Context: an optimization exercise on an open-source flow, tuned for small area, a short achievable clock period and few clock cycles. The choices shown serve that exercise and are no tape-out recipe. Function was checked by simulation only, so behaviour that the tests miss may differ from the original. Power and IR drop assume default switching activity.

==> design/flow/flow/run.sh <==
#!/bin/bash
set -uo pipefail
bash standard.sh SETUP_SLACK_MARGIN=7.5 TNS_END_PERCENT=5 \
  "BUFFER_PORTS_ARGS=-buffer_cell sky130_fd_sc_hd__buf_4" finish > standard_flow.log 2>&1
==> design/flow/standard.sh <==
#!/bin/bash
# synth_recipe.tcl (not shown) runs the flow's synth.tcl, then flattens the netlist and writes it again
# the make line also repeats each setting of config.mk as NAME=value (left out here)
make -C /OpenROAD-flow-scripts/flow DESIGN_CONFIG=/design/flow/config.mk WORK_HOME=/design/flow/orfs CLKGATE_MAP_FILE= SYNTH_SCRIPT=/design/flow/synth_recipe.tcl "${@:-finish}"
==> design/flow/config.mk <==
export PLATFORM = sky130hd
export DESIGN_NAME = CPU
export DESIGN_NICKNAME = CPU
export VERILOG_FILES = /design/flow/design.v
export SDC_FILE = /design/flow/constraint.sdc
export NUM_CORES = 8
export LEC_CHECK = 0
export CAP_MARGIN = 20
export CORE_MARGIN = 2
export CORE_UTILIZATION = 40
export SETUP_SLACK_MARGIN = 0.4
export SLEW_MARGIN = 20
==> design/flow/constraint.sdc <==
create_clock -name core_clock -period 12.0 [get_ports {clk}]
set_input_delay 2.4000 -clock core_clock [delete_from_list [all_inputs] [get_ports {clk}]]
set_output_delay 2.4000 -clock core_clock [all_outputs]
set_load 0.01 [all_outputs]
==> design/flow/design.v <==
module CPU(clk,
            rst_n,
            wen_D,
            addr_D,
            wdata_D,
            rdata_D,
            addr_I,
            rdata_I);
    input         clk, rst_n ;
    output        wen_D  ;
    output [31:0] addr_D ;
    output [31:0] wdata_D;
    input  [31:0] rdata_D;
    output [31:0] addr_I ;
    input  [31:0] rdata_I;
    integer k;
    reg  [31:0] PC;           
    reg         ex_v;         
    reg  [31:0] IR;           
    reg  [31:0] ex_a;         
    reg  [31:0] ex_b;         
    reg  [31:0] ex_alt;       
    reg         ex_pt;        
    reg         d_br, d_jalr, d_md, d_ld, d_st, d_wr, d_useb, d_sub, d_lui;
    reg         d_rs_sum, d_rs_sh, d_rs_slt, d_rs_alt;    
    reg         ex_fw1;       
    reg         ex_fw2;       
    reg         ex_lu;        
    reg         m_wr;         
    reg         m_ld;         
    reg         m_st;         
    reg  [4:0]  m_rd;
    reg  [31:0] m_val;        
    reg  [31:0] m_sd;         
    wire [31:0] rf_wd = m_ld ? rdata_D : m_val;
    wire [31:0] rf_q [1:31];
    reg  [31:1] rf_vld;
    genvar gi;
    generate
        for (gi = 1; gi < 32; gi = gi + 1) begin : RF
            reg [31:0] r;
            if (gi == 2 || gi == 3) begin : RST
                always @(posedge clk or negedge rst_n) begin
                    if (!rst_n)
                        r <= (gi == 2) ? 32'hbffffff0 : 32'h10008000;
                    else if (m_wr && m_rd == gi)
                        r <= rf_wd;
                end
            end else begin : NRST
                always @(posedge clk) begin
                    if (m_wr && m_rd == gi)
                        r <= rf_wd;
                end
            end
            assign rf_q[gi] = r;
        end
    endgenerate
    always @(posedge clk or negedge rst_n) begin
        if (!rst_n)
            rf_vld <= 31'b110;             
        else if (m_wr)
            rf_vld[m_rd] <= 1'b1;
    end
    wire [4:0] rd  = IR[11:7];
    wire [2:0] f3  = IR[14:12];
    wire i_md    = d_md;
    wire i_ld    = d_ld;
    wire i_st    = d_st;
    wire [31:0] imm_i = {{20{IR[31]}}, IR[31:20]};
    wire [31:0] imm_s = {{20{IR[31]}}, IR[31:25], IR[11:7]};
    wire [31:0] imm_u = {IR[31:12], 12'b0};
    wire [31:0] a  = ex_fw1 ? m_val : ex_a;
    wire [31:0] b  = ex_fw2 ? m_val : ex_b;
    wire [31:0] bi = d_useb ? b : (i_st ? imm_s : imm_i);
    wire [31:0] sum   = a + (d_sub ? ~bi : bi) + {31'b0, d_sub};
    wire        lt    = $signed(a) < $signed(bi);
    wire        eq    = (a == b);
    wire        sh_left = ~f3[2] | d_md;
    wire [4:0]  sh_amt  = d_md ? sdiff : IR[24:20];
    wire [31:0] sh_in, sh_res;
    genvar gs;
    generate
        for (gs = 0; gs < 32; gs = gs + 1) begin : SHR
            assign sh_in[gs] = sh_left ? a[31-gs] : a[gs];
        end
    endgenerate
    wire [32:0] sh_out = $signed({IR[30] & a[31] & ~sh_left, sh_in}) >>> sh_amt;
    generate
        for (gs = 0; gs < 32; gs = gs + 1) begin : SHL
            assign sh_res[gs] = sh_left ? sh_out[31-gs] : sh_out[gs];
        end
    endgenerate
    wire taken = f3[2] ? (lt ^ f3[0]) : (eq ^ f3[0]);
    reg         md_busy;
    reg         md_ph;        
    reg  [5:0]  md_ca;        
    reg  [5:0]  md_cb;        
    reg  [4:0]  md_cnt;       
    reg  [31:0] md_xq;        
    function [5:0] clz32(input [31:0] x);
        reg [4:0] n;
        reg [31:0] v;
        begin
            v = x;
            n[4] = (v[31:16] == 16'b0); if (n[4]) v = {v[15:0], 16'b0};
            n[3] = (v[31:24] ==  8'b0); if (n[3]) v = {v[23:0],  8'b0};
            n[2] = (v[31:28] ==  4'b0); if (n[2]) v = {v[27:0],  4'b0};
            n[1] = (v[31:30] ==  2'b0); if (n[1]) v = {v[29:0],  2'b0};
            n[0] = ~v[31];
            clz32 = (x == 32'b0) ? 6'd32 : {1'b0, n};
        end
    endfunction
    function [7:0] nib_therm(input [31:0] x);
        integer j;
        reg any;
        begin
            any = 1'b0;
            for (j = 7; j >= 0; j = j - 1) begin
                any = any | (x[4*j +: 4] != 4'b0);
                nib_therm[j] = any;
            end
        end
    endfunction
    wire        is_mul = ~f3[2];
    wire        is_rem =  f3[1];
    wire        md_start = ex_v & i_md & ~md_busy & ~ex_lu;
    wire        a_fewer = |(nib_therm(b) & ~nib_therm(a));
    wire        bz    = (b == 32'b0);
    wire [4:0]  sdiff = md_cb[4:0] - md_ca[4:0];
    wire        one   = md_cb[5] | (md_ca >= md_cb);
    wire        md_al = md_ph & ~one;                
    wire [31:0] pp0  = md_xq[0] ? ex_a : 32'b0;
    wire [31:0] pp1  = md_xq[1] ? {ex_a[30:0], 1'b0} : 32'b0;
    wire [31:0] cs_s = ex_b ^ pp0 ^ pp1;
    wire [31:0] cs_c = {(ex_b[30:0] & pp0[30:0]) | (ex_b[30:0] & pp1[30:0]) | (pp0[30:0] & pp1[30:0]), 1'b0};
    wire [32:0] ad_x = is_mul ? {1'b0, cs_s} : {1'b0, ex_b};
    wire [32:0] ad_y = is_mul ? {1'b0, cs_c} : {1'b1, ~ex_a};
    wire [32:0] ad_s = ad_x + ad_y + {32'b0, ~is_mul};
    wire        ge    = ~ad_s[32];
    wire [31:0] rem_n = ge ? ad_s[31:0] : ex_b;
    wire [31:0] quo_n = {md_xq[30:0], ge};
    wire        md_last = is_mul ? (md_xq[31:2] == 30'b0) : (md_ph ? one : (md_cnt == 5'd0));
    wire [31:0] md_res  = is_mul ? ad_s[31:0] : (is_rem ? rem_n : quo_n);
    wire [31:0] md_a = md_start ? (is_mul ? (a_fewer ? b : a) : b) :
                       is_mul   ? {ex_a[29:0], 2'b0} :
                       md_al    ? sh_res :
                                  {1'b0, ex_a[31:1]};
    wire [31:0] md_b = md_start ? (is_mul ? 32'b0 : a) :
                       (is_mul | ~md_al) ? (is_mul ? ad_s[31:0] : rem_n) :
                                  ex_b;
    wire md_wait  = i_md & ~(md_busy & md_last);
    wire stall    = ex_v & (ex_lu | md_wait);
    wire ex_go    = ex_v & ~stall;
    wire redirect = ex_go & (d_jalr | (d_br & (taken ^ ex_pt)));
    wire [31:0] rtgt = d_jalr ? {sum[31:1], 1'b0} : ex_alt;
    always @(posedge clk or negedge rst_n) begin
        if (!rst_n)
            md_busy <= 1'b0;
        else if (ex_v & i_md & ~ex_lu)
            md_busy <= ~(md_busy & md_last);
    end
    always @(posedge clk) begin
        if (md_start) begin
            if (is_mul) begin
                md_xq  <= a_fewer ? a : b;
            end else begin
                md_xq  <= {32{bz}};
                md_ca  <= clz32(a);
                md_cb  <= clz32(b);
                md_ph  <= 1'b1;
            end
        end else if (md_busy) begin
            md_ph <= 1'b0;
            if (is_mul) begin
                md_xq  <= {2'b0, md_xq[31:2]};
            end else if (md_al) begin
                md_cnt <= sdiff;
            end else begin
                md_xq  <= quo_n;
                md_cnt <= md_cnt - 5'd1;
            end
        end
    end
    wire [31:0] ex_alt_res = d_lui ? imm_u : ex_alt;
    wire [31:0] ex_res = ({32{d_md}}     & md_res) |
                         ({32{d_rs_sum}} & sum) |
                         ({32{d_rs_sh}}  & sh_res) |
                         ({32{d_rs_slt}} & {31'b0, lt}) |
                         ({32{d_rs_alt}} & ex_alt_res);
    wire [31:0] fi     = rdata_I;
    wire [4:0]  f_rs1  = fi[19:15];
    wire [4:0]  f_rs2  = fi[24:20];
    wire        f_jal  =  fi[6] & fi[3];
    wire        f_br   =  fi[6] & ~fi[2];
    wire        f_U    = ~fi[6] & fi[2];
    wire        f_jalr =  fi[6] & fi[2] & ~fi[3];
    wire        f_ld   = ~fi[6] & ~fi[5] & ~fi[4];
    wire        f_st   = ~fi[6] &  fi[5] & ~fi[4];
    wire        f_opimm= ~fi[6] & ~fi[5] &  fi[4] & ~fi[2];
    wire        f_op   = ~fi[6] &  fi[5] &  fi[4] & ~fi[2];
    wire        f_use1 = ~f_U & ~f_jal;
    wire        f_use2 = fi[5] & ~fi[2] & (~fi[4] | ~fi[6]);    
    wire        f_pt   = f_jal | (f_br & fi[31]);
    wire [31:0] f_imm  = f_U   ? {fi[31:12], 12'b0} :
                         fi[3] ? {{11{fi[31]}}, fi[31], fi[19:12], fi[20], fi[30:21], 1'b0} :
                                 {{19{fi[31]}}, fi[31], fi[7], fi[30:25], fi[11:8], 1'b0};
    wire [31:0] f_tgt  = PC + f_imm;
    wire [31:0] f_pc4  = PC + 32'd4;
    reg  [31:0] f_r1, f_r2;
    always @(*) begin
        f_r1 = 32'b0;
        f_r2 = 32'b0;
        for (k = 1; k < 32; k = k + 1) begin
            f_r1 = f_r1 | (rf_q[k] & {32{rf_vld[k] & (f_rs1 == k)}});
            f_r2 = f_r2 | (rf_q[k] & {32{rf_vld[k] & (f_rs2 == k)}});
        end
    end
    wire        f_byp1 = m_wr & (m_rd == f_rs1);
    wire        f_byp2 = m_wr & (m_rd == f_rs2);
    wire        h_byp1 = m_wr & (m_rd == IR[19:15]);
    wire        h_byp2 = m_wr & (m_rd == IR[24:20]);
    wire        n_wr   = ex_go & d_wr;
    wire        n_fw1  = n_wr & ~i_ld & (rd == f_rs1);
    wire        n_fw2  = n_wr & ~i_ld & (rd == f_rs2);
    wire        n_lu   = n_wr &  i_ld & ((f_use1 & (rd == f_rs1)) | (f_use2 & (rd == f_rs2)));
    always @(posedge clk or negedge rst_n) begin
        if (!rst_n) begin
            m_wr   <= 1'b0;
            m_ld   <= 1'b0;
            m_st   <= 1'b0;
            ex_v   <= 1'b0;
            ex_fw1 <= 1'b0;
            ex_fw2 <= 1'b0;
            ex_lu  <= 1'b0;
            PC     <= 32'h00010000;
        end else begin
            m_wr   <= n_wr;
            m_ld   <= ex_go & i_ld;
            m_st   <= ex_go & i_st;
            ex_fw1 <= n_fw1;
            ex_fw2 <= n_fw2;
            ex_lu  <= n_lu;
            if (~stall) begin
                ex_v <= ~redirect;
                PC   <= redirect ? rtgt : (f_pt ? f_tgt : f_pc4);
            end
        end
    end
    always @(posedge clk) begin
        m_rd  <= rd;
        m_val <= ex_res;
        m_sd  <= b;
        if (~stall) begin
            IR     <= fi;
            ex_alt <= (f_pt | f_jalr) ? f_pc4 : f_tgt;
            d_br     <= f_br;
            d_jalr   <= f_jalr;
            d_md     <= f_op & fi[25];
            d_ld     <= f_ld;
            d_st     <= f_st;
            d_wr     <= ~f_st & ~f_br & (fi[11:7] != 5'd0);
            d_useb   <= f_op | f_br;
            d_sub    <= f_op & fi[30] & ~fi[25];
            d_lui    <= f_U & fi[5];
            d_rs_sum <= (f_op & ~fi[25]) | f_ld | f_st | (f_opimm & (fi[14:12] == 3'b000));
            d_rs_sh  <= f_opimm & fi[12];
            d_rs_slt <= f_opimm & fi[13];
            d_rs_alt <= f_jal | f_jalr | f_U;
            ex_pt  <= f_pt;
            ex_a   <= f_byp1 ? rf_wd : f_r1;
            ex_b   <= f_byp2 ? rf_wd : f_r2;
        end else if (md_start | md_busy) begin
            ex_a   <= md_a;
            ex_b   <= md_b;
        end else begin
            if (h_byp1) ex_a <= rf_wd;
            if (h_byp2) ex_b <= rf_wd;
        end
    end
    assign addr_I  = PC;
    assign wen_D   = m_st;
    assign addr_D  = m_val;
    assign wdata_D = m_sd;
endmodule
==> impl_metrics.tcl, run 1 <==
set metrics [dict create \
    status "no timing/DRC/antenna violations" \
    first_iter_violations 13900 \
    die_w_um 434 \
    path_max_fanout 17 \
    max_clock_freq_mhz 198 \
    arrival_ns 5.71 \
    timing.rr.start "d_md$_DFFE_PN_" \
    drc 0 \
    cts_buffers 148 \
    synth_cells 6647 \
    grt_pass1_vias 65300 \
    clock_path_buffers 3 \
    crit_top_cell "buf_4" \
    grt.total_usage_pct 41.8 \
    avgSynthCellArea_um2 11.1 \
    worstHoldStart "rf_vld[10]$_DFFE_PN0P_" \
    ir_drop_mv 0.263 \
    cts_root_buf "clkbuf_16" \
    h-tree-depth 4 \
    start_util_pct 40.4 \
    place_ws_ns 5.59 \
    path_cells "buf_4, nor2b_2, and3_2, buf_4, buf_4, a22oi_1, nand3_1, nor4_1, a21oi_1, o21ai_0, o21ai_0" \
    path_class "in2reg" \
    ant_nets 0 \
    slew_headroom_pct 11.7 \
    cp-end-kind "flop" \
    die_h_um 434 \
    synth_edf_count 1113 \
    syn_area_mm2 0.0741 \
    power_density_mw_per_mm2 262 \
    cts_tree "built" \
    layout_setup_ws_ns 6.96 \
    layout_commonest_cell "edfxtp_1" \
    firstDrtPassIters 12 \
    most-common-layout-cells "1113 x edfxtp_1, 463 x nor2_1, 453 x buf_4" \
    min_period_over_period_pct 42.0 \
    p_leak_nw 31.9 \
    vias_per_cell 7.46 \
    synth_ff_type "edfxtp_1" \
    grt_start_max_net_pins 90 \
    synth_fp_nets 6897 \
    grt_pass1_wl_mm 543 \
    postRouteWirelength_mm 405 \
    maxCapViolCount 0 \
    fin_setup_tns_ns 0 \
    slowest_delay_ns 0.62 \
    vias 70300 \
    period_minus_slack_ns 5.04 \
    synth_seq_cells 1317 \
    fin_skew_ns 0.0519 \
    tightestPinTransition_ns 1.31 \
    worst_skew_pair.late_latency_ns 0.85 \
    ys_seq_area_share_pct 51.6 \
    cp_slowest_cell "buf_4" \
    fin_nets 7055 \
    yosysUniqueCellTypes 103 \
    cts_sinks 1317 \
    drv_slew 0 \
    finalSetupViolCount 0 \
    dpl.hpwl_mm 248 \
    final_layout_size_suffix_gt1_share_pct 19.6 \
    portBuffers 160 \
    path_clk_slew_ns 0.06 \
    rsz0062_at_grt "true" \
    r2r_slack_ns 6.96 \
    num_io_pins 163 \
    synth_warnings 1 \
    wl_per_cell_um 43.0 \
    hold_viol 0 \
    die-area_mm2 0.189 \
    syn_to_final_growth_pct 18.1 \
    critPathLaunch "rdata_I[22]" \
    antenna_found_initial 37 \
    row_count 157 \
    synthArstFlopShare_pct 10.3 \
    critPathRequiredTime_ns 12.67 \
    gp_congestion 1.04 \
    core_mm2 0.183 \
    hold_path_class "reg2reg" \
    hold_buffers 0 \
    overflow 0 \
    worst_setup_path_start_kind "input port" \
]
sequential cells by signal (all words and copies together) (netlist names), 5 cells and up:
signal and cells:
md_ca 6, md_xq 32, RF.r 992, m_rd 5, ex_b 32, m_val 32
md_cnt 5, ex_a 32, ex_alt 32, m_sd 32, md_cb 6, PC 32
IR 25, rf_vld 31
cells in the mapped netlist (61+ instances only):
cell type | count | area share, %
a211oi_1 | 68 | 0.69
o21ai_0 | 212 | 1.4
and3_1 | 79 | 0.67
nand3_1 | 149 | 1.0
nor2_1 | 506 | 2.6
ha_1 | 149 | 2.5
nand4_1 | 149 | 1.3
buf_1 | 61 | 0.31
nor3_1 | 107 | 0.72
a21o_1 | 104 | 1.1
a221oi_1 | 306 | 3.6
and2_1 | 84 | 0.71
clkbuf_1 | 452 | 2.3
xnor2_1 | 157 | 1.9
dfrtp_1 | 103 | 3.5
edfxtp_1 | 1113 | 45
a222oi_1 | 99 | 1.3
dfxtp_1 | 69 | 1.9
inv_1 | 146 | 0.74
a21oi_1 | 370 | 2.5
mux2i_1 | 241 | 3.3
a22oi_1 | 323 | 3.3
o211ai_1 | 73 | 0.74
mux2_2 | 133 | 2.0
nand2_1 | 303 | 1.5
a22o_1 | 297 | 3.5
xor2_1 | 93 | 1.1
final cells by class:
cell class	count	area [um2]
diodes	15	37.5
clock buffers	189	4090
clock inverters	89	1230
fillers	16600	96000
inverters	148	594
multi-input cells	4623	35000
flip-flops and latches	1317	38200
well taps	2464	3080
repair buffers	567	5240
worst paths after layout:
path,to,depth (start not counted)
setup / recovery,ex_b[30]$_DFFE_PP_,11
hold / removal,rf_vld[10]$_DFFE_PN0P_,1
setup reg to reg,ex_a[24]$_DFFE_PP_,11
hold reg to reg,rf_vld[10]$_DFFE_PN0P_,1
max in group asynchronous,ex_fw2$_DFF_PN0_,2
min in group asynchronous,m_st$_DFF_PN0_,1
metal layers:
metal / wire length [um] / GRT usage, % / vias to the layer above
li1: - / - / 26700
met1: 132000 / 48.9 / 33800
met2: 162000 / 58.8 / 7257
met3: 66100 / 18.4 / 2462
met4: 44300 / 34.3 / 28
met5: 448 / 0.717 / -
through the flow:
step | util [%] | cells | power, mW | area (um2) | hold slack (ns)
5_1_grt | 47.7 | 9401 | 23.4 | 87500 | 0.514
4_1_cts | 47.2 | 9363 | 22.0 | 86600 | 0.496
6_report | 47.7 | 9412 | 22.9 | 87500 | 0.493
3_3_place_gp | 42.9 | 8979 | 16.2 | 78700 | 0.477
3_5_place_dp | 42.9 | 8982 | 16.3 | 78700 | 0.472
2_1_floorplan | - | 6647 | 12.3 | 74200 | 0.427
critical path, delay by kind of cell:
family	cells	cell delay, ns
buf+inv	3	1.30
compound gates	4	0.99
simple gates	4	0.94
power by group:
group	switching (mW)	leakage, nW	internal (mW)
Clock	2.09	2.59	2.92
Combinational	6.85	16.7	3.61
Sequential	1.13	12.5	6.28
cell families (layout without fill, tap and decap cells):
logic type	after synthesis	after routing	share of synthesized area (%)
other	0	15	0
multiplexers	389	389	5.69
AND/OR/NAND/NOR	1593	1593	10.5
flip-flops	1317	1317	51.6
AO/OA/AOI/OAI	2206	2207	22.0
adder cells (fa/ha/maj)	184	184	3.46
XOR/XNOR	250	250	2.96
buffers and inverters	708	993	3.77
repair_timing:
item | CTS | global route
cloned | 15 | 1
pin swaps | 48 | 23
setup endpoints to repair | 224 | 149
setup buffers | 88 | 30
gates resized for setup | 296 | 137
Testbench counts, summed over its fixed seeds: cycles 70,407.
==> run 2, diff against run 1 <==
--- a/design/flow/design.v
+++ b/design/flow/design.v
@@ -98,3 +98,3 @@
     reg  [4:0]  md_cnt;       
-    reg  [31:0] md_xq;        
+    wire [31:0] md_xq = m_sd;   
     function [5:0] clz32(input [31:0] x);
@@ -161,22 +161,17 @@
     end
+    wire [31:0] md_xq_n = md_start ? (is_mul ? (a_fewer ? a : b) : {32{bz}}) :
+                          is_mul   ? {2'b0, md_xq[31:2]} :
+                          md_al    ? md_xq :
+                                     quo_n;
     always @(posedge clk) begin
         if (md_start) begin
-            if (is_mul) begin
-                md_xq  <= a_fewer ? a : b;
-            end else begin
-                md_xq  <= {32{bz}};
-                md_ca  <= clz32(a);
-                md_cb  <= clz32(b);
-                md_ph  <= 1'b1;
-            end
+            md_ph  <= ~is_mul;
+            md_ca  <= clz32(a);
+            md_cb  <= clz32(b);
         end else if (md_busy) begin
             md_ph <= 1'b0;
-            if (is_mul) begin
-                md_xq  <= {2'b0, md_xq[31:2]};
-            end else if (md_al) begin
+            if (md_al)
                 md_cnt <= sdiff;
-            end else begin
-                md_xq  <= quo_n;
+            else
                 md_cnt <= md_cnt - 5'd1;
-            end
         end
@@ -208,2 +203,6 @@
     wire [31:0] f_pc4  = PC + 32'd4;
+    wire        f_byp1 = m_wr & (m_rd == f_rs1);
+    wire        f_byp2 = m_wr & (m_rd == f_rs2);
+    wire        h_byp1 = m_wr & (m_rd == IR[19:15]);
+    wire        h_byp2 = m_wr & (m_rd == IR[24:20]);
     reg  [31:0] f_r1, f_r2;
@@ -213,10 +212,15 @@
         for (k = 1; k < 32; k = k + 1) begin
-            f_r1 = f_r1 | (rf_q[k] & {32{rf_vld[k] & (f_rs1 == k)}});
-            f_r2 = f_r2 | (rf_q[k] & {32{rf_vld[k] & (f_rs2 == k)}});
-        end
-    end
-    wire        f_byp1 = m_wr & (m_rd == f_rs1);
-    wire        f_byp2 = m_wr & (m_rd == f_rs2);
-    wire        h_byp1 = m_wr & (m_rd == IR[19:15]);
-    wire        h_byp2 = m_wr & (m_rd == IR[24:20]);
+            f_r1 = f_r1 | (rf_q[k] & {32{rf_vld[k] & (f_rs1 == k) & ~f_byp1 & ~stall}});
+            f_r2 = f_r2 | (rf_q[k] & {32{rf_vld[k] & (f_rs2 == k) & ~f_byp2 & ~stall}});
+        end
+    end
+    wire        md_on  = md_start | md_busy;
+    wire [31:0] o_a = ({32{~stall & f_byp1}} & rf_wd) |
+                      ({32{stall & md_on}} & md_a) |
+                      ({32{stall & ~md_on & h_byp1}} & rf_wd) |
+                      ({32{stall & ~md_on & ~h_byp1}} & ex_a);
+    wire [31:0] o_b = ({32{~stall & f_byp2}} & rf_wd) |
+                      ({32{stall & md_on}} & md_b) |
+                      ({32{stall & ~md_on & h_byp2}} & rf_wd) |
+                      ({32{stall & ~md_on & ~h_byp2}} & ex_b);
     wire        n_wr   = ex_go & d_wr;
@@ -251,3 +255,3 @@
         m_val <= ex_res;
-        m_sd  <= b;
+        m_sd  <= (md_start | md_busy) ? md_xq_n : b;
         if (~stall) begin
@@ -269,11 +273,5 @@
             ex_pt  <= f_pt;
-            ex_a   <= f_byp1 ? rf_wd : f_r1;
-            ex_b   <= f_byp2 ? rf_wd : f_r2;
-        end else if (md_start | md_busy) begin
-            ex_a   <= md_a;
-            ex_b   <= md_b;
-        end else begin
-            if (h_byp1) ex_a <= rf_wd;
-            if (h_byp2) ex_b <= rf_wd;
-        end
+        end
+        ex_a <= f_r1 | o_a;
+        ex_b <= f_r2 | o_b;
     end
==> design/flow/flow/run.sh (replaced) <==
#!/bin/bash
# Standard ORFS layout with these changes to how it is made:
#  - ports are buffered with buf_4 instead of the default delay-cell buffer;
#  - clock tree: larger sink clusters driven by clkbuf_8.
set -uo pipefail
bash standard.sh SETUP_SLACK_MARGIN=7.5 TNS_END_PERCENT=5 \
  "BUFFER_PORTS_ARGS=-buffer_cell sky130_fd_sc_hd__buf_4" \
  CTS_CLUSTER_SIZE=14 CTS_CLUSTER_DIAMETER=50 CTS_BUF_LIST=sky130_fd_sc_hd__clkbuf_8 \
  finish > standard_flow.log 2>&1
==> run 2 against run 1 <==
  * Cell count increased by 3.5%
  * Clock skew increased by 0.030 ns
  * Fmax decreased by 2.5%
  * Global-route usage increased by 9.7 points
  * Critical path type unchanged
  * Wire length increased by 23%
  * Setup slack got worse by 0.13 ns
==> impl_metrics.tcl, run 2 <==
set metrics [dict create \
    hold_viol 0 \
    worst_skew_pair.late_latency_ns 1.03 \
    grt_pass1_wl_mm 641 \
    antenna_found_initial 72 \
    synthArstFlopShare_pct 10.5 \
    critPathLaunch "rdata_I[22]" \
    worst-path-buf-inv 2 \
    intPower_mw 12.1 \
    timing.rr.start "ex_fw1$_DFF_PN0_" \
    cts_buffers 149 \
    finalSetupViolCount 0 \
    grt.total_usage_pct 51.5 \
    hold_path_class "reg2reg" \
    critPathRequiredTime_ns 12.91 \
    power_density_mw_per_mm2 280 \
    vias_per_cell 8.02 \
    row_count 157 \
    final_layout_size_suffix_gt1_share_pct 22.1 \
    tightestPinTransition_ns 1.41 \
    synth_warnings 1 \
    fin_setup_tns_ns 0 \
    placedCellCount 9160 \
    layout_commonest_cell "edfxtp_1" \
    synth_ff_type "edfxtp_1" \
    cp-end-kind "flop" \
    synth_edf_count 1049 \
    first_iter_violations 19000 \
    synth_seq_cells 1285 \
    start_util_pct 40.2 \
    switchingPower_mw 12.4 \
    cts_sinks 1285 \
    largest_register_ffs 992 \
    placed_cell_area_mm2 0.0792 \
    share_seq_of_total_power_pct 30.4 \
    arrival_ns 6.09 \
    grt_pass1_vias 68200 \
    fin_nets 7403 \
    path_class "in2reg" \
    ys_seq_area_share_pct 50.4 \
    cts_tree "built" \
    slowest_delay_ns 0.81 \
    vias 78100 \
    path_cells "buf_4, nor2_2, and3_1, nor2b_4, buf_12, a22o_1, nor3_2, nand4_1, a221o_1" \
    period_minus_slack_ns 5.17 \
    status "no timing/DRC/antenna violations" \
    yosysUniqueCellTypes 102 \
    netlist.area_leader.share_pct 43.0 \
    die_h_um 432 \
    gp_congestion 1.09 \
    drv_slew 0 \
    overflow 0 \
    hold_buffers 0 \
    maxCapViolCount 0 \
    syn_area_mm2 0.0733 \
    portBuffers 160 \
    core_mm2 0.182 \
    die-area_mm2 0.187 \
    p_leak_nw 31.3 \
    wl_per_cell_um 51.0 \
    design_area_mm2 0.0878 \
    pwr-share-clk_pct 14.7 \
    num_io_pins 163 \
    synth_common_cells "1049 x edfxtp_1, 538 x a22oi_1, 442 x nor2_1, 410 x a21oi_1, 410 x nand2_1" \
    clock_path_buffers 3 \
    synth_most_common_cell "edfxtp_1" \
    largest_register "RF.r" \
    synth_fp_nets 6976 \
    cp_slowest_cell "and3_1" \
    synthTopCellsByArea "edfxtp_1 43%, a22oi_1 5.5%, dfrtp_1 3.5%, mux2i_1 3.1%, a21oi_1 2.8%" \
    ir_drop_mv 0.185 \
    ant_nets 0 \
    worstHoldStart "PC[0]$_DFFE_PN0P_" \
    fin_skew_ns 0.0823 \
    firstDrtPassIters 17 \
    worst_setup_path_start_kind "input port" \
    final_cells 9737 \
    syn_to_final_growth_pct 19.8 \
    avgSynthCellArea_um2 10.9 \
    postRouteWirelength_mm 496 \
    max_clock_freq_mhz 193 \
    crit_family "simple AND/OR/NAND/NOR gates" \
    most-common-layout-cells "1049 x edfxtp_1, 628 x buf_4, 522 x a22oi_1" \
    comb_power_share_pct 54.9 \
    path_max_fanout 18 \
    dpl.hpwl_mm 313 \
    cts_root_buf "clkbuf_8" \
    min_period_over_period_pct 43.1 \
    p_sw_share_pct 50.7 \
    drc 0 \
    slew_headroom_pct 5.37 \
    rsz0062_at_grt "true" \
    synth_cells 6726 \
    yosys.area.top_type "edfxtp_1" \
    h-tree-depth 4 \
    die_w_um 432 \
    path_clk_slew_ns 0.08 \
    grt_start_max_net_pins 69 \
]
-- run 2: changes by cell type in the layout (fill, tap and decap cells not counted), moves of 103 or more --
| cell | previous run | this run |
|---|---|---|
| a22oi_1 | 323 | 522 |
| nand2_1 | 297 | 400 |
| clkbuf_16 | 154 | 3 |
| clkbuf_8 | 14 | 159 |
| a221oi_1 | 304 | 184 |
| a22o_1 | 297 | 187 |
| buf_4 | 453 | 628 |
-- run 2: cell families after synthesis --
kind of cell,synth area share [%]
AOI/OAI and AO/OA,22.6
xor gates and xnor gates,2.80
adders and majority gates,3.50
buffers and inverters,3.53
DFF,50.4
muxes,5.41
and+or+nand+nor,11.8
-- run 2: path summary, 6_finish.rpt --
check                           slack [ns]                 endpoint  depth (start not counted)
worst max-delay path                  6.83         ex_b[29]$_DFF_P_                          9
worst min-delay path                  0.49      ex_alt[0]$_DFFE_PN_                          0
worst max register to register        6.85         ex_a[12]$_DFF_P_                         13
worst min register to register        0.49      ex_alt[0]$_DFFE_PN_                          0
max in group asynchronous             9.20  RF[3].r[10]$_DFFE_PN0P_                          2
min in group asynchronous             1.37       PC[31]$_DFFE_PN0N_                          1
-- run 2: cell type report --
type	instances	area, um2
antenna	74	185
clock buffer	158	2170
clock inverter	118	1220
fill	16700	94700
inverter	161	644
multi-input combinational	4786	36400
sequential	1285	37000
tap	2385	2980
timing repair buffer	769	7250
timing repair inverter	1	5.00
-- run 2: repair_timing --
item                                    in CTS  in global routing
hold endpoints to repair                     0                  0
resized for setup                          396                169
pin swaps                                   66                 69
buffers inserted                           144                 51
cloned                                      24                  3
endpoints found under the setup margin     226                179
-- run 2: layer usage --
layer  vias to the layer above  track usage (%)  share of wire, %
met2                      9250             66.6                37
met3                      3373             31.3                18
met5                         -             11.7              0.45
met1                     37700             57.5                32
li1                      27700                -                 -
met4                        60             45.6                12
-- run 2: power groups by stage --
stage / logic [mW] / registers, mW / clock network [mW]
after detailed placement: 11.0 / 7.40 / 0
after CTS: 11.9 / 7.32 / 3.56
final: 13.5 / 7.48 / 3.62
after global routing: 13.4 / 7.42 / 3.73
after global placement: 10.9 / 7.39 / 0
after floorplan: 6.00 / 6.80 / 0
-- run 2: per-stage QoR --
stage	setup slack, ns	utilization [%]	hold WS, ns	power (mW)
2_1_floorplan	6.65	-	0.423	12.8
3_3_place_gp	4.60	43.4	0.473	18.3
3_5_place_dp	4.59	43.4	0.479	18.4
4_1_cts	7.24	47.3	0.495	22.8
5_1_grt	7.14	48.0	0.518	24.6
6_report	6.83	48.1	0.490	24.6
Testbench counts of run 2, summed over its fixed seeds: cycles 70,407.
==> run 3, diff against run 2 <==
--- a/design/flow/design.v
+++ b/design/flow/design.v
@@ -28,2 +28,3 @@
     reg         ex_lu;        
+    reg         ex_fwl2;      
     reg         m_wr;         
@@ -133,7 +134,8 @@
     wire [31:0] pp1  = md_xq[1] ? {ex_a[30:0], 1'b0} : 32'b0;
-    wire [31:0] cs_s = ex_b ^ pp0 ^ pp1;
-    wire [31:0] cs_c = {(ex_b[30:0] & pp0[30:0]) | (ex_b[30:0] & pp1[30:0]) | (pp0[30:0] & pp1[30:0]), 1'b0};
-    wire [32:0] ad_x = is_mul ? {1'b0, cs_s} : {1'b0, ex_b};
-    wire [32:0] ad_y = is_mul ? {1'b0, cs_c} : {1'b1, ~ex_a};
-    wire [32:0] ad_s = ad_x + ad_y + {32'b0, ~is_mul};
+    wire [32:0] cs_x = {1'b0, ex_b};
+    wire [32:0] cs_y = is_mul ? {1'b0, pp0} : {1'b1, ~ex_a};
+    wire [32:0] cs_z = is_mul ? {1'b0, pp1} : 33'b0;
+    wire [32:0] cs_s = cs_x ^ cs_y ^ cs_z;
+    wire [32:0] cs_c = (cs_x & cs_y) | (cs_x & cs_z) | (cs_y & cs_z);
+    wire [32:0] ad_s = cs_s + {cs_c[31:0], 1'b0} + {32'b0, ~is_mul};
     wire        ge    = ~ad_s[32];
@@ -207,2 +209,9 @@
     wire        h_byp2 = m_wr & (m_rd == IR[24:20]);
+    wire [31:1] rf_rd_ok;
+    genvar gk;
+    generate
+        for (gk = 1; gk < 32; gk = gk + 1) begin : RDOK
+            assign rf_rd_ok[gk] = rf_vld[gk] & ~(m_wr & (m_rd == gk)) & ~stall;
+        end
+    endgenerate
     reg  [31:0] f_r1, f_r2;
@@ -212,4 +221,4 @@
         for (k = 1; k < 32; k = k + 1) begin
-            f_r1 = f_r1 | (rf_q[k] & {32{rf_vld[k] & (f_rs1 == k) & ~f_byp1 & ~stall}});
-            f_r2 = f_r2 | (rf_q[k] & {32{rf_vld[k] & (f_rs2 == k) & ~f_byp2 & ~stall}});
+            f_r1 = f_r1 | (rf_q[k] & {32{rf_rd_ok[k] & (f_rs1 == k)}});
+            f_r2 = f_r2 | (rf_q[k] & {32{rf_rd_ok[k] & (f_rs2 == k)}});
         end
@@ -228,3 +237,4 @@
     wire        n_fw2  = n_wr & ~i_ld & (rd == f_rs2);
-    wire        n_lu   = n_wr &  i_ld & ((f_use1 & (rd == f_rs1)) | (f_use2 & (rd == f_rs2)));
+    wire        n_lu   = n_wr &  i_ld & ((f_use1 & (rd == f_rs1)) | (f_use2 & ~f_st & (rd == f_rs2)));
+    wire        n_fwl2 = n_wr &  i_ld & f_st & (rd == f_rs2);    
     always @(posedge clk or negedge rst_n) begin
@@ -238,2 +248,3 @@
             ex_lu  <= 1'b0;
+            ex_fwl2 <= 1'b0;
             PC     <= 32'h00010000;
@@ -246,2 +257,3 @@
             ex_lu  <= n_lu;
+            ex_fwl2 <= n_fwl2;
             if (~stall) begin
@@ -255,6 +267,5 @@
         m_val <= ex_res;
-        m_sd  <= (md_start | md_busy) ? md_xq_n : b;
+        m_sd  <= (md_start | md_busy) ? md_xq_n : (ex_fwl2 ? rdata_D : b);
         if (~stall) begin
             IR     <= fi;
-            ex_alt <= (f_pt | f_jalr) ? f_pc4 : f_tgt;
             d_br     <= f_br;
@@ -275,2 +286,3 @@
         ex_a <= f_r1 | o_a;
+        ex_alt <= ({32{~stall}} & ((f_pt | f_jalr) ? f_pc4 : f_tgt)) | ({32{stall}} & ex_alt);
         ex_b <= f_r2 | o_b;
==> design/flow/flow/run.sh (replaced) <==
#!/bin/bash
set -uo pipefail
bash standard.sh SETUP_SLACK_MARGIN=7.2 \
  "BUFFER_PORTS_ARGS=-buffer_cell sky130_fd_sc_hd__buf_4" \
  finish > standard_flow.log 2>&1
--- a/design/flow/config.mk
+++ b/design/flow/config.mk
@@ -10,3 +10,6 @@
 export CORE_UTILIZATION = 40
-export SETUP_SLACK_MARGIN = 0.4
+export CTS_CLUSTER_DIAMETER = 60
+export CTS_CLUSTER_SIZE = 20
+export PLACE_DENSITY = 0.6
 export SLEW_MARGIN = 20
+export TNS_END_PERCENT = 100
==> run 3 against run 2 <==
  * Hold slack worse by 0.016 ns
  * Sequential power fell by 2%
  * Critical endpoint is now m_val[30]$_DFF_P_
  * Clock skew grew 0.012 ns
  * Largest cell class unchanged
  * Cell count decreased by 3.5%
  * Non-clock buffer count is 32 lower
  * Design area fell by 0.77%
  * Clock power up 11%
  * Core utilization is 0.67 points higher
  * First-iteration DRC count shrank 7.6%
  * Largest power group unchanged
  * Flip-flop and latch count is 1 higher
==> impl_metrics.tcl, run 3 <==
set metrics [dict create \
    p_leak_nw 30.9 \
    synth_edf_count 1049 \
    postRouteWirelength_mm 452 \
    finalSetupViolCount 0 \
    wl_met1_mm 145 \
    synthTopCellsByArea "edfxtp_1 44%, a22oi_1 4.9%, dfrtp_1 3.6%, mux2i_1 3.4%, a221oi_1 3.1%" \
    cp-end-kind "flop" \
    fin_skew_ns 0.0941 \
    path_clk_slew_ns 0.08 \
    layout_commonest_cell "edfxtp_1" \
    h-tree-depth 3 \
    overflow 0 \
    grt_pass1_wl_mm 584 \
    design_area_mm2 0.0871 \
    synth_seq_cells 1286 \
    most-common-layout-cells "1049 x edfxtp_1, 630 x buf_4, 465 x a22oi_1" \
    wl_per_cell_um 48.1 \
    placed_cell_area_mm2 0.0778 \
    first_iter_violations 17500 \
    yosys.area.top_type "edfxtp_1" \
    utilization_pct 48.8 \
    hold_viol 0 \
    netlist.area_leader.share_pct 43.7 \
    power_density_mw_per_mm2 290 \
    drc 0 \
    cts_sinks 1286 \
    firstDrtPassIters 12 \
    syn_area_mm2 0.0720 \
    worst_setup_path_start_kind "flop" \
    synth_cells 6531 \
    synth_fp_nets 6782 \
    cts_tree "built" \
    routed-wl-met3_mm 83.0 \
    critPathRequiredTime_ns 12.58 \
    synth_warnings 1 \
    hold_buffers 0 \
    tightestPinTransition_ns 1.35 \
    die_h_um 428 \
    ys_seq_area_share_pct 51.3 \
    portBuffers 160 \
    final_layout_size_suffix_gt1_share_pct 22.9 \
    ant_nets 0 \
    avgSynthCellArea_um2 11.0 \
    cts_root_buf "clkbuf_16" \
    largest_register_ffs 992 \
    ir_drop_mv 0.187 \
    synthArstFlopShare_pct 10.6 \
    core_mm2 0.179 \
    vias_per_cell 7.88 \
    slew_headroom_pct 9.24 \
    syn_to_final_growth_pct 21.0 \
    hold_path_class "reg2reg" \
    rsz0062_at_grt "true" \
    wl_met2_mm 172 \
    max_clock_freq_mhz 196 \
    drv_slew 0 \
    fin_nets 7139 \
    status "no timing/DRC/antenna violations" \
    worst_skew_pair.late_latency_ns 0.85 \
    synth_most_common_cell "edfxtp_1" \
    antenna_found_initial 57 \
    clock_path_buffers 3 \
    largest_register "RF.r" \
    row_count 155 \
    fin_setup_tns_ns 0 \
    start_util_pct 40.3 \
    arrival_ns 5.68 \
    path_class "reg2reg" \
    die-area_mm2 0.183 \
    dpl.hpwl_mm 281 \
    vias 74000 \
    cts_buffers 108 \
    yosysUniqueCellTypes 98 \
    synth_ff_type "edfxtp_1" \
    num_io_pins 163 \
    grt_start_max_net_pins 65 \
    grt_pass1_vias 65200 \
    synth_common_cells "1049 x edfxtp_1, 468 x a22oi_1, 466 x nor2_1, 395 x clkbuf_1, 353 x a21oi_1" \
    path_max_fanout 5 \
    maxCapViolCount 0 \
    min_period_over_period_pct 42.5 \
    gp_congestion 1.11 \
    grt.total_usage_pct 46.8 \
    holdWs_ns 0.474 \
    die_w_um 428 \
    top_layer "met5" \
    period_minus_slack_ns 5.10 \
]
[run 3: cell types whose count changed in the layout (fill, tap and decap cells not counted), moves of 57 or more]
cell,delta
a22oi_1,-57
nand2_1,-61
a221oi_1,+67
clkbuf_16,+114
o21ai_0,+62
and2_1,-62
o22ai_1,-74
clkbuf_8,-152
a21oi_1,-75
inv_1,-64
[run 3: cell type report]
cell class,instances,area (um2)
timing repair buffer,737,6680
fill,15900,91500
multi-input combinational,4624,35900
clock buffer,131,2900
sequential,1286,37000
antenna,60,150
clock inverter,74,1050
inverter,131,549
tap,2355,2950
[run 3: critical path, stage by stage (launching register included)]
cell and delay, ns:
dfrtp_2 0.45, buf_12 0.15, clkbuf_16 0.16, mux2i_4 0.20, buf_6 0.18, mux2i_4 0.20
mux2_4 0.36, fa_2 0.38, a21oi_2 0.19, nor2_2 0.06, o31a_1 0.32, o31ai_4 0.33
o311ai_2 0.16, o2111ai_2 0.13, nand2b_1 0.13, a311oi_2 0.35, xnor2_2 0.14, a22oi_2 0.57
o211ai_1 0.41
[run 3: repair_timing]
item | 4_1_cts | 5_1_grt
pin swaps | 61 | 148
gates resized for setup | 308 | 334
cloned | 14 | 6
hold endpoints to repair | 0 | 0
setup buffers | 87 | 115
endpoints found under the setup margin | 186 | 138
[run 3: cells by family after synthesis]
| group | share of synthesized area (%) |
|---|---|
| AO/OA/AOI/OAI | 22.9 |
| AND/OR/NAND/NOR | 10.6 |
| flip-flops | 51.3 |
| buffers and inverters | 3.40 |
| multiplexers | 5.31 |
| XOR/XNOR | 2.88 |
| adder cells (fa/ha/maj) | 3.58 |
[run 3: per-layer routing]
layer / vias up / global-route usage (%)
met4: 35 / 39.0
met1: 35700 / 52.3
met3: 2955 / 28.4
met2: 8500 / 62.1
met5: - / 5.07
li1: 26900 / -
[run 3: final timing paths]
check                                          end                   from  depth (start not counted)  slack (ns)
min in group asynchronous    rf_vld[4]$_DFFE_PN0P_                  rst_n                          1        1.57
setup / recovery                 m_val[30]$_DFF_P_       ex_fw2$_DFF_PN0_                         18        6.90
setup reg to reg                 m_val[30]$_DFF_P_       ex_fw2$_DFF_PN0_                         18        6.90
hold / removal               rf_vld[1]$_DFFE_PN0P_  rf_vld[1]$_DFFE_PN0P_                          1        0.47
hold reg to reg              rf_vld[1]$_DFFE_PN0P_  rf_vld[1]$_DFFE_PN0P_                          1        0.47
max in group asynchronous  RF[3].r[26]$_DFFE_PN0P_                  rst_n                          2        8.87
[run 3: metrics by stage]
stage          instances  power, mW  setup slack, ns
6_report            9398       25.3             6.90
5_1_grt             9356       25.3             6.92
4_1_cts             9213       23.0             6.99
3_5_place_dp        8907       18.3             5.43
3_3_place_gp        8905       18.2             5.38
2_1_floorplan       6531       12.6             6.74
[run 3: power breakdown]
part	internal (mW)	switching (mW)	total (mW)
sequential	6.15	1.15	7.30
combinational	4.52	9.43	14.0
clock	1.97	2.05	4.03
Testbench counts of run 3, summed over its fixed seeds: cycles 70,086.
==> run 4, diff against run 3 <==
==> design/flow/flow/run.sh (replaced) <==
#!/bin/bash
set -uo pipefail
bash standard.sh SETUP_SLACK_MARGIN=7.5 \
  "BUFFER_PORTS_ARGS=-buffer_cell sky130_fd_sc_hd__buf_4" \
  finish > standard_flow.log 2>&1
--- a/design/flow/config.mk
+++ b/design/flow/config.mk
@@ -12,4 +12,3 @@
 export CTS_CLUSTER_SIZE = 20
-export PLACE_DENSITY = 0.6
 export SLEW_MARGIN = 20
-export TNS_END_PERCENT = 100
+export TNS_END_PERCENT = 5
==> run 4 against run 3 <==
  * Still clean
  * Combinational power down 4%
  * First-iteration DRC count shrank 8.3%
  * Global-route usage increased by 0.18 points
  * Sequential power about the same
  * Via count fell by 1.4%
  * Core utilization fell by 0.39 points
  * Critical endpoint is now ex_b[10]$_DFF_P_
==> impl_metrics.tcl, run 4 <==
set metrics [dict create \
    status "no timing/DRC/antenna violations" \
    row_count 155 \
    synth_warnings 1 \
    synth_cells 6531 \
    core_mm2 0.179 \
    grt_use_met3_pct 27.4 \
    finalSetupViolCount 0 \
    hold_path_class "reg2reg" \
    placed_cell_area_mm2 0.0778 \
    yosysUniqueCellTypes 98 \
    most-common-layout-cells "1049 x edfxtp_1, 592 x buf_4, 462 x a22oi_1" \
    intPower_mw 12.2 \
    pwr-share-clk_pct 15.6 \
    grt_pass1_wl_mm 588 \
    grt_pass1_vias 66200 \
    path_class "in2reg" \
    cts_tree "built" \
    cts_root_buf "clkbuf_16" \
    switchingPower_mw 12.3 \
    hold_buffers 0 \
    met2_usage_pct 63.0 \
    clock_path_buffers 3 \
    path_cells "buf_4, mux2i_2, inv_1, a22oi_1, nand4_1, nor4_4, o21ai_0" \
    die-area_mm2 0.183 \
    top_usage_layer "met2" \
    die_w_um 428 \
    dpl.hpwl_mm 285 \
    cp-end-kind "flop" \
    place_ws_ns 5.38 \
    grt_util_met1_pct 52.3 \
    largest_register_ffs 992 \
    syn_to_final_growth_pct 20.0 \
    path_clk_slew_ns 0.08 \
    ir_drop_mv 0.164 \
    share_seq_of_total_power_pct 29.7 \
    netlist.area_leader.share_pct 43.7 \
    synth_seq_cells 1286 \
    power_density_mw_per_mm2 284 \
    avgSynthCellArea_um2 11.0 \
    tightestPinTransition_ns 1.35 \
    vias 73000 \
    min_period_over_period_pct 44.0 \
    synth_fp_nets 6782 \
    drc 0 \
    p_leak_nw 30.7 \
    rsz0062_at_grt "true" \
    cts_sinks 1286 \
    path_max_fanout 31 \
    cp_slowest_cell "mux2i_2" \
    worst_skew_pair.late_latency_ns 0.89 \
    firstDrtPassIters 13 \
    worst_setup_path_start_kind "input port" \
    synth_edf_count 1049 \
    synthTopCellsByArea "edfxtp_1 44%, a22oi_1 4.9%, dfrtp_1 3.6%, mux2i_1 3.4%, a221oi_1 3.1%" \
    synth_most_common_cell "edfxtp_1" \
    slowest_delay_ns 0.97 \
    comb_power_share_pct 54.6 \
    yosys.area.top_type "edfxtp_1" \
    fin_skew_ns 0.119 \
    ant_nets 0 \
    layout_commonest_cell "edfxtp_1" \
    overflow 0 \
    largest_register "RF.r" \
    maxCapViolCount 0 \
    h-tree-depth 3 \
    num_io_pins 163 \
    drv_slew 0 \
    worst-path-buf-inv 2 \
    fin_setup_tns_ns 0 \
    design_area_mm2 0.0864 \
    fin_nets 7111 \
    layout_setup_ws_ns 6.73 \
    wl_per_cell_um 48.1 \
    antenna_found_initial 51 \
    synth_common_cells "1049 x edfxtp_1, 468 x a22oi_1, 466 x nor2_1, 395 x clkbuf_1, 353 x a21oi_1" \
    postRouteWirelength_mm 450 \
    grt.total_usage_pct 47.0 \
    arrival_ns 5.91 \
    crit_family "simple AND/OR/NAND/NOR gates" \
    max_clock_freq_mhz 190 \
    first_iter_violations 16100 \
    vias_per_cell 7.80 \
    final_layout_size_suffix_gt1_share_pct 21.5 \
    ys_seq_area_share_pct 51.3 \
    cts_buffers 104 \
    syn_area_mm2 0.0720 \
    grt_start_max_net_pins 65 \
    synth_ff_type "edfxtp_1" \
    p_sw_share_pct 50.2 \
    slew_headroom_pct 9.74 \
    hold_viol 0 \
    die_h_um 428 \
    start_util_pct 40.3 \
    synthArstFlopShare_pct 10.6 \
    portBuffers 160 \
    gp_congestion 1.08 \
    critPathRequiredTime_ns 12.64 \
    period_minus_slack_ns 5.27 \
]
-- run 4: cell counts after synthesis --
Identical to the previous run, type by type.
-- run 4: what timing repair did --
| item | CTS | global route |
|---|---|---|
| pin swaps | 73 | 65 |
| resized for setup | 349 | 203 |
| setup endpoints to repair | 188 | 154 |
| endpoints found under the hold margin | 0 | 0 |
| buffers inserted | 87 | 97 |
| gates cloned | 17 | 5 |
-- run 4: layer usage --
metal / vias to the layer above / routed length [um]
met5: - / 796
met4: 50 / 51500
met3: 2855 / 80600
met2: 8038 / 172000
met1: 35300 / 145000
li1: 26800 / -
-- run 4: path summary, 6_finish.rpt --
path / startpoint / endpoint / slack [ns] / cells past startpoint
worst max-delay path: rdata_D[10] / ex_b[10]$_DFF_P_ / 6.73 / 7
worst min-delay path: rf_vld[1]$_DFFE_PN0P_ / rf_vld[1]$_DFFE_PN0P_ / 0.47 / 1
worst max register to register: md_busy$_DFFE_PN0P_ / ex_b[10]$_DFF_P_ / 6.73 / 11
worst min register to register: rf_vld[1]$_DFFE_PN0P_ / rf_vld[1]$_DFFE_PN0P_ / 0.47 / 1
max in group asynchronous: rst_n / ex_fw1$_DFF_PN0_ / 9.05 / 2
min in group asynchronous: rst_n / RF[3].r[1]$_DFFE_PN0P_ / 1.51 / 1
-- run 4: power groups by stage --
| stage | Sequential (mW) | Clock [mW] | Combinational (mW) |
|---|---|---|---|
| 2_1_floorplan | 6.72 | 0 | 5.87 |
| 3_5_place_dp | 7.23 | 0 | 11.0 |
| 6_report | 7.30 | 3.83 | 13.4 |
| 3_3_place_gp | 7.23 | 0 | 10.9 |
| 4_1_cts | 7.17 | 3.78 | 11.9 |
| 5_1_grt | 7.27 | 3.94 | 13.4 |
-- run 4: cell type report --
type,count,area [um2]
fillers,16100,92200
diodes,49,123
repair buffers,710,6640
inverters,131,551
clock inverters,69,918
repair inverters,1,11.3
clock buffers,129,2770
multi-input cells,4626,35500
well taps,2355,2950
flip-flops and latches,1286,37000
-- run 4: logic make-up (layout without fill, tap and decap cells) --
group / Yosys count / after routing / share of synthesized area [%]
buffers and inverters: 621 / 1040 / 3.40
AOI/OAI and AO/OA: 2254 / 2254 / 22.9
muxes: 362 / 362 / 5.31
other: 0 / 49 / 0
adders and majority gates: 185 / 185 / 3.58
DFF: 1286 / 1286 / 51.3
xor gates and xnor gates: 237 / 238 / 2.88
and+or+nand+nor: 1586 / 1587 / 10.6
-- run 4: metrics by stage --
step | hold slack (ns) | utilization, % | power [mW] | instances
finish | 0.471 | 48.4 | 24.5 | 9356
global route | 0.488 | 48.3 | 24.6 | 9318
CTS | 0.476 | 47.2 | 22.9 | 9202
detailed placement | 0.455 | 43.5 | 18.2 | 8900
global placement | 0.456 | 43.5 | 18.1 | 8897
floorplan | 0.422 | - | 12.6 | 6531
==> run 5, diff against run 4 <==
--- a/design/flow/design.v
+++ b/design/flow/design.v
@@ -27,3 +27,2 @@
     reg         ex_fw2;       
-    reg         ex_lu;        
     reg         ex_fwl2;      
@@ -35,2 +34,7 @@
     reg  [31:0] m_sd;         
+    reg         md_busy;
+    reg         md_ph;        
+    reg         md_one;       
+    reg  [4:0]  md_sd;        
+    reg  [4:0]  md_cnt;       
     wire [31:0] rf_wd = m_ld ? rdata_D : m_val;
@@ -75,3 +79,6 @@
     wire [31:0] bi = d_useb ? b : (i_st ? imm_s : imm_i);
-    wire [31:0] sum   = a + (d_sub ? ~bi : bi) + {31'b0, d_sub};
+    wire [31:0] bx_fw  = m_val ^ {32{d_sub}};
+    wire [31:0] bx_rf  = ex_b  ^ {32{d_sub}};
+    wire [31:0] bx     = d_useb ? (ex_fw2 ? bx_fw : bx_rf) : (i_st ? imm_s : imm_i);
+    wire [31:0] sum    = a + bx + {31'b0, d_sub};
     wire        lt    = $signed(a) < $signed(bi);
@@ -79,3 +86,3 @@
     wire        sh_left = ~f3[2] | d_md;
-    wire [4:0]  sh_amt  = d_md ? sdiff : IR[24:20];
+    wire [4:0]  sh_amt  = d_md ? md_sd : IR[24:20];
     wire [31:0] sh_in, sh_res;
@@ -94,7 +101,2 @@
     wire taken = f3[2] ? (lt ^ f3[0]) : (eq ^ f3[0]);
-    reg         md_busy;
-    reg         md_ph;        
-    reg  [5:0]  md_ca;        
-    reg  [5:0]  md_cb;        
-    reg  [4:0]  md_cnt;       
     wire [31:0] md_xq = m_sd;   
@@ -126,8 +128,8 @@
     wire        is_rem =  f3[1];
-    wire        md_start = ex_v & i_md & ~md_busy & ~ex_lu;
+    wire        md_start = ex_v & i_md & ~md_busy;
     wire        a_fewer = |(nib_therm(b) & ~nib_therm(a));
     wire        bz    = (b == 32'b0);
-    wire [4:0]  sdiff = md_cb[4:0] - md_ca[4:0];
-    wire        one   = md_cb[5] | (md_ca >= md_cb);
-    wire        md_al = md_ph & ~one;                
+    wire [5:0]  clza  = clz32(a);
+    wire [5:0]  clzb  = clz32(b);
+    wire        md_al = md_ph & ~md_one;             
     wire [31:0] pp0  = md_xq[0] ? ex_a : 32'b0;
@@ -143,3 +145,3 @@
     wire [31:0] quo_n = {md_xq[30:0], ge};
-    wire        md_last = is_mul ? (md_xq[31:2] == 30'b0) : (md_ph ? one : (md_cnt == 5'd0));
+    wire        md_last = is_mul ? (md_xq[31:2] == 30'b0) : (md_ph ? md_one : (md_cnt == 5'd0));
     wire [31:0] md_res  = is_mul ? ad_s[31:0] : (is_rem ? rem_n : quo_n);
@@ -153,3 +155,3 @@
     wire md_wait  = i_md & ~(md_busy & md_last);
-    wire stall    = ex_v & (ex_lu | md_wait);
+    wire stall    = ex_v & md_wait;              
     wire ex_go    = ex_v & ~stall;
@@ -160,3 +162,3 @@
             md_busy <= 1'b0;
-        else if (ex_v & i_md & ~ex_lu)
+        else if (ex_v & i_md)
             md_busy <= ~(md_busy & md_last);
@@ -170,4 +172,4 @@
             md_ph  <= ~is_mul;
-            md_ca  <= clz32(a);
-            md_cb  <= clz32(b);
+            md_one <= clzb[5] | (clza >= clzb);
+            md_sd  <= clzb[4:0] - clza[4:0];
         end else if (md_busy) begin
@@ -175,3 +177,3 @@
             if (md_al)
-                md_cnt <= sdiff;
+                md_cnt <= md_sd;
             else
@@ -181,4 +183,3 @@
     wire [31:0] ex_alt_res = d_lui ? imm_u : ex_alt;
-    wire [31:0] ex_res = ({32{d_md}}     & md_res) |
-                         ({32{d_rs_sum}} & sum) |
+    wire [31:0] ex_oth = ({32{d_md}}     & md_res) |
                          ({32{d_rs_sh}}  & sh_res) |
@@ -186,2 +187,3 @@
                          ({32{d_rs_alt}} & ex_alt_res);
+    wire [31:0] ex_res = d_rs_sum ? sum : ex_oth;
     wire [31:0] fi     = rdata_I;
@@ -207,4 +209,2 @@
     wire        f_byp2 = m_wr & (m_rd == f_rs2);
-    wire        h_byp1 = m_wr & (m_rd == IR[19:15]);
-    wire        h_byp2 = m_wr & (m_rd == IR[24:20]);
     wire [31:1] rf_rd_ok;
@@ -225,11 +225,4 @@
     end
-    wire        md_on  = md_start | md_busy;
-    wire [31:0] o_a = ({32{~stall & f_byp1}} & rf_wd) |
-                      ({32{stall & md_on}} & md_a) |
-                      ({32{stall & ~md_on & h_byp1}} & rf_wd) |
-                      ({32{stall & ~md_on & ~h_byp1}} & ex_a);
-    wire [31:0] o_b = ({32{~stall & f_byp2}} & rf_wd) |
-                      ({32{stall & md_on}} & md_b) |
-                      ({32{stall & ~md_on & h_byp2}} & rf_wd) |
-                      ({32{stall & ~md_on & ~h_byp2}} & ex_b);
+    wire [31:0] o_a = ({32{~stall & f_byp1}} & rf_wd) | ({32{stall}} & md_a);
+    wire [31:0] o_b = ({32{~stall & f_byp2}} & rf_wd) | ({32{stall}} & md_b);
     wire        n_wr   = ex_go & d_wr;
@@ -237,3 +230,3 @@
     wire        n_fw2  = n_wr & ~i_ld & (rd == f_rs2);
-    wire        n_lu   = n_wr &  i_ld & ((f_use1 & (rd == f_rs1)) | (f_use2 & ~f_st & (rd == f_rs2)));
+    wire        f_lu   = n_wr &  i_ld & ((f_use1 & (rd == f_rs1)) | (f_use2 & ~f_st & (rd == f_rs2)));
     wire        n_fwl2 = n_wr &  i_ld & f_st & (rd == f_rs2);    
@@ -247,3 +240,2 @@
             ex_fw2 <= 1'b0;
-            ex_lu  <= 1'b0;
             ex_fwl2 <= 1'b0;
@@ -256,7 +248,6 @@
             ex_fw2 <= n_fw2;
-            ex_lu  <= n_lu;
             ex_fwl2 <= n_fwl2;
             if (~stall) begin
-                ex_v <= ~redirect;
-                PC   <= redirect ? rtgt : (f_pt ? f_tgt : f_pc4);
+                ex_v <= ~redirect & ~f_lu;
+                PC   <= redirect ? rtgt : (f_lu ? PC : (f_pt ? f_tgt : f_pc4));
             end
@@ -284,5 +275,5 @@
             ex_pt  <= f_pt;
+            ex_alt <= (f_pt | f_jalr) ? f_pc4 : f_tgt;
         end
         ex_a <= f_r1 | o_a;
-        ex_alt <= ({32{~stall}} & ((f_pt | f_jalr) ? f_pc4 : f_tgt)) | ({32{stall}} & ex_alt);
         ex_b <= f_r2 | o_b;
==> design/flow/flow/run.sh (replaced) <==
#!/bin/bash
set -uo pipefail
bash standard.sh SETUP_SLACK_MARGIN=7.2 \
  "BUFFER_PORTS_ARGS=-buffer_cell sky130_fd_sc_hd__buf_4" \
  finish > standard_flow.log 2>&1
--- a/design/flow/config.mk
+++ b/design/flow/config.mk
@@ -12,3 +12,4 @@
 export CTS_CLUSTER_SIZE = 20
+export PLACE_DENSITY = 0.6
 export SLEW_MARGIN = 20
-export TNS_END_PERCENT = 5
+export TNS_END_PERCENT = 100
==> run 5 against run 4 <==
  * Still clean on timing, DRC and antenna
  * Clock-buffer cell count rose by 9
  * Area after synthesis down 0.35%
  * Design area is essentially flat
  * Hold slack gained 0.0050 ns
  * Combinational power shrank 6%
  * Setup slack better by 0.15 ns
  * Die area down 0.35%
  * Global-route usage down 1.4 points
  * Critical path depth is 3 higher
  * Critical endpoint is now ex_b[20]$_DFF_P_
  * Largest cell class unchanged
==> impl_metrics.tcl, run 5 <==
set metrics [dict create \
    drc 0 \
    cts_buffers 111 \
    cp_slowest_cell "nor2_4" \
    synth_warnings 1 \
    ys_seq_area_share_pct 51.2 \
    cp-end-kind "flop" \
    synth_ff_type "edfxtp_1" \
    hold_path_class "reg2reg" \
    dpl.hpwl_mm 270 \
    rsz0062_at_grt "true" \
    synth_most_common_cell "edfxtp_1" \
    r2r-end "ex_b[4]$_DFF_P_" \
    worst_skew_pair.late_latency_ns 0.87 \
    finalPower_mw 23.8 \
    p_leak_nw 30.5 \
    period_minus_slack_ns 5.13 \
    drv_slew 0 \
    critPathRequiredTime_ns 12.61 \
    synth_common_cells "1043 x edfxtp_1, 453 x nand2_1, 422 x nor2_1, 372 x a22oi_1, 360 x clkbuf_1" \
    vias 72000 \
    placedCellCount 8862 \
    largest_register_ffs 992 \
    crit_top_cell "buf_4" \
    tightestPinTransition_ns 1.38 \
    synth_fp_nets 6771 \
    ir_drop_mv 0.162 \
    layout_commonest_cell "edfxtp_1" \
    hold_depth 1 \
    status "no timing/DRC/antenna violations" \
    syn_to_final_growth_pct 20.4 \
    crit_family "simple AND/OR/NAND/NOR gates" \
    antenna_found_initial 36 \
    cts_sinks 1279 \
    r2r_slack_ns 6.99 \
    netlist.area_leader.share_pct 43.6 \
    hold_viol 0 \
    die_h_um 428 \
    synthArstFlopShare_pct 10.6 \
    timing.rr.start "m_sd[0]$_DFFE_PP_" \
    die_w_um 428 \
    overflow 0 \
    avgSynthCellArea_um2 11.0 \
    grt.total_usage_pct 45.5 \
    gp_congestion 1.07 \
    worstHoldStart "rf_vld[26]$_DFFE_PN0P_" \
    synth_edf_count 1043 \
    most-common-layout-cells "1043 x edfxtp_1, 630 x buf_4, 432 x nand2_1" \
    num_io_pins 163 \
    die-area_mm2 0.183 \
    path_cells "buf_4, nor3b_1, nand3_1, nor2_4, buf_4, a22o_1, a221oi_1, nand4_1, a2111oi_0, o211ai_1" \
    start_util_pct 40.2 \
    first_iter_violations 14400 \
    grt_pass1_vias 64700 \
    vias_per_cell 7.69 \
    max_clock_freq_mhz 195 \
    fin_nets 7132 \
    firstDrtPassIters 12 \
    cts_root_buf "clkbuf_16" \
    h-tree-depth 3 \
    final_cells 9366 \
    largest_register "RF.r" \
    yosys.area.top_type "edfxtp_1" \
    worst_setup_path_start_kind "input port" \
    r2r_cells 22 \
    synth_cells 6519 \
    cts_tree "built" \
    grt_start_max_net_pins 78 \
    path_clk_slew_ns 0.08 \
    path_max_fanout 20 \
    portBuffers 160 \
    clock_path_buffers 3 \
    hold_buffers 0 \
    slowest_delay_ns 0.71 \
    synthTopCellsByArea "edfxtp_1 44%, a22oi_1 3.9%, a221oi_1 3.7%, dfrtp_1 3.6%, a22o_1 3.3%" \
    path_class "in2reg" \
    synth_seq_cells 1279 \
    min_period_over_period_pct 42.7 \
    worst-path-buf-inv 2 \
    syn_area_mm2 0.0718 \
    grt_pass1_wl_mm 566 \
    power_density_mw_per_mm2 276 \
    slew_headroom_pct 7.46 \
    yosysUniqueCellTypes 106 \
    core_mm2 0.178 \
    wl_per_cell_um 46.2 \
    fin_skew_ns 0.114 \
    holdPathEnd "rf_vld[26]$_DFFE_PN0P_" \
    postRouteWirelength_mm 433 \
    row_count 155 \
    arrival_ns 5.74 \
    finalSetupViolCount 0 \
    maxCapViolCount 0 \
    final_layout_size_suffix_gt1_share_pct 22.8 \
    ant_nets 0 \
    fin_setup_tns_ns 0 \
]
## run 5: cell types whose count changed after synthesis, moves of 46 or more
cell / change
a221oi_1: +46
mux2i_1: -54
mux2_2: -67
nor3_1: -63
nand2_1: +101
a22oi_1: -96
## run 5: kinds of logic after synthesis
family                   Yosys count  synth area share, %
flip-flops                      1279                 51.2
AND/OR/NAND/NOR                 1597                 10.6
buffers and inverters            659                 3.73
XOR/XNOR                         237                 2.89
AO/OA/AOI/OAI                   2278                 23.1
adder cells (fa/ha/maj)          186                 3.62
multiplexers                     283                 4.75
## run 5: where the power goes
group	internal (mW)	leakage [nW]	total (mW)	switching, mW
Sequential	6.12	12.0	7.31	1.19
Clock	1.92	1.84	3.92	2.00
Combinational	4.24	16.7	12.6	8.34
Total	12.3	30.5	23.8	11.5
## run 5: metal layers
layer,up-vias,global-route usage (%),routed length (um)
met5,-,3.02,1500
met4,56,35.0,45200
met3,2597,25.8,76700
met2,7818,61.9,168000
met1,34900,52.2,142000
li1,26600,-,-
## run 5: layout make-up
type                       count  area (um2)
antenna                       33        82.6
clock buffer                 138        2950
clock inverter                73         926
fill                       16000       92100
inverter                     173         768
multi-input combinational   4584       35500
sequential                  1279       36800
tap                         2355        2950
timing repair buffer         726        6340
timing repair inverter         5        25.0
## run 5: timing repair
item	CTS	global route
buffers inserted	136	102
gates resized for setup	327	316
pin swaps	83	160
setup endpoints to repair	182	133
cloned	14	7
## run 5: worst max-delay path by stage
| stage | start | endpoint | depth (start not counted) |
|---|---|---|---|
| 6_report | rdata_I[20] | ex_b[20]$_DFF_P_ | 10 |
| 5_1_grt | IR[14]$_DFFE_PN_ | m_val[24]$_DFF_P_ | 23 |
| 4_1_cts | rdata_D[21] | ex_b[21]$_DFF_P_ | 8 |
| 3_5_place_dp | IR[14]$_DFFE_PN_ | m_val[9]$_DFF_P_ | 17 |
| 3_3_place_gp | IR[14]$_DFFE_PN_ | m_val[9]$_DFF_P_ | 17 |
| 2_1_floorplan | rdata_I[2] | PC[23]$_DFFE_PN0P_ | 18 |
## run 5: through the flow
stage | setup WS [ns] | hold WS (ns) | util [%] | area [um2]
3_5_place_dp | 5.01 | 0.459 | 43.2 | 77000
4_1_cts | 6.94 | 0.479 | 47.0 | 83900
6_report | 6.87 | 0.476 | 48.4 | 86400
2_1_floorplan | 6.56 | 0.428 | - | 71900
5_1_grt | 7.01 | 0.492 | 48.4 | 86300
3_3_place_gp | 5.01 | 0.460 | 43.1 | 76900
Testbench counts of run 5, summed over its fixed seeds: cycles 70,086.

afterwards: timing with drivers on the ports:
No port has a modelled driver above. Below, the same layouts with a new extraction and two added sets of constraints.
Step 1 sets driving cells, clkbuf_16 on the clock port and buf_2 on the other inputs (assumed; they add their load-dependent delay and slew).
Step 2 also shifts input and output timing later by t, the mid clock arrival at the registers, as if the neighbouring blocks saw the same clock.
Slacks: ideal ports / drivers / drivers and shift; pairs: ideal ports / drivers.
| run | shift t [ns] | setup WS [ns] | clock arrival spread, ns | worst slew at a driven data input, ns |
|---|---|---|---|---|
| run 1 | 0.917 | 6.957 / 6.964 / 6.090 | 0.058 / 0.058 | 0.06 |
| run 2 | 1.073 | 6.829 / 6.845 / 5.817 | 0.090 / 0.090 | 0.11 |
| run 3 | 0.901 | 6.901 / 6.901 / 6.288 | 0.095 / 0.095 | 0.16 |
| run 4 | 0.916 | 6.725 / 6.733 / 5.867 | 0.124 / 0.123 | 0.18 |
| run 5 | 0.899 | 6.875 / 6.941 / 6.042 | 0.114 / 0.115 | 0.12 |
After both steps setup and hold are still met in every run listed. For run 2, which loses most, drivers alone change the setup slack by +0.016 ns; drivers and shift together by -1.012 ns.
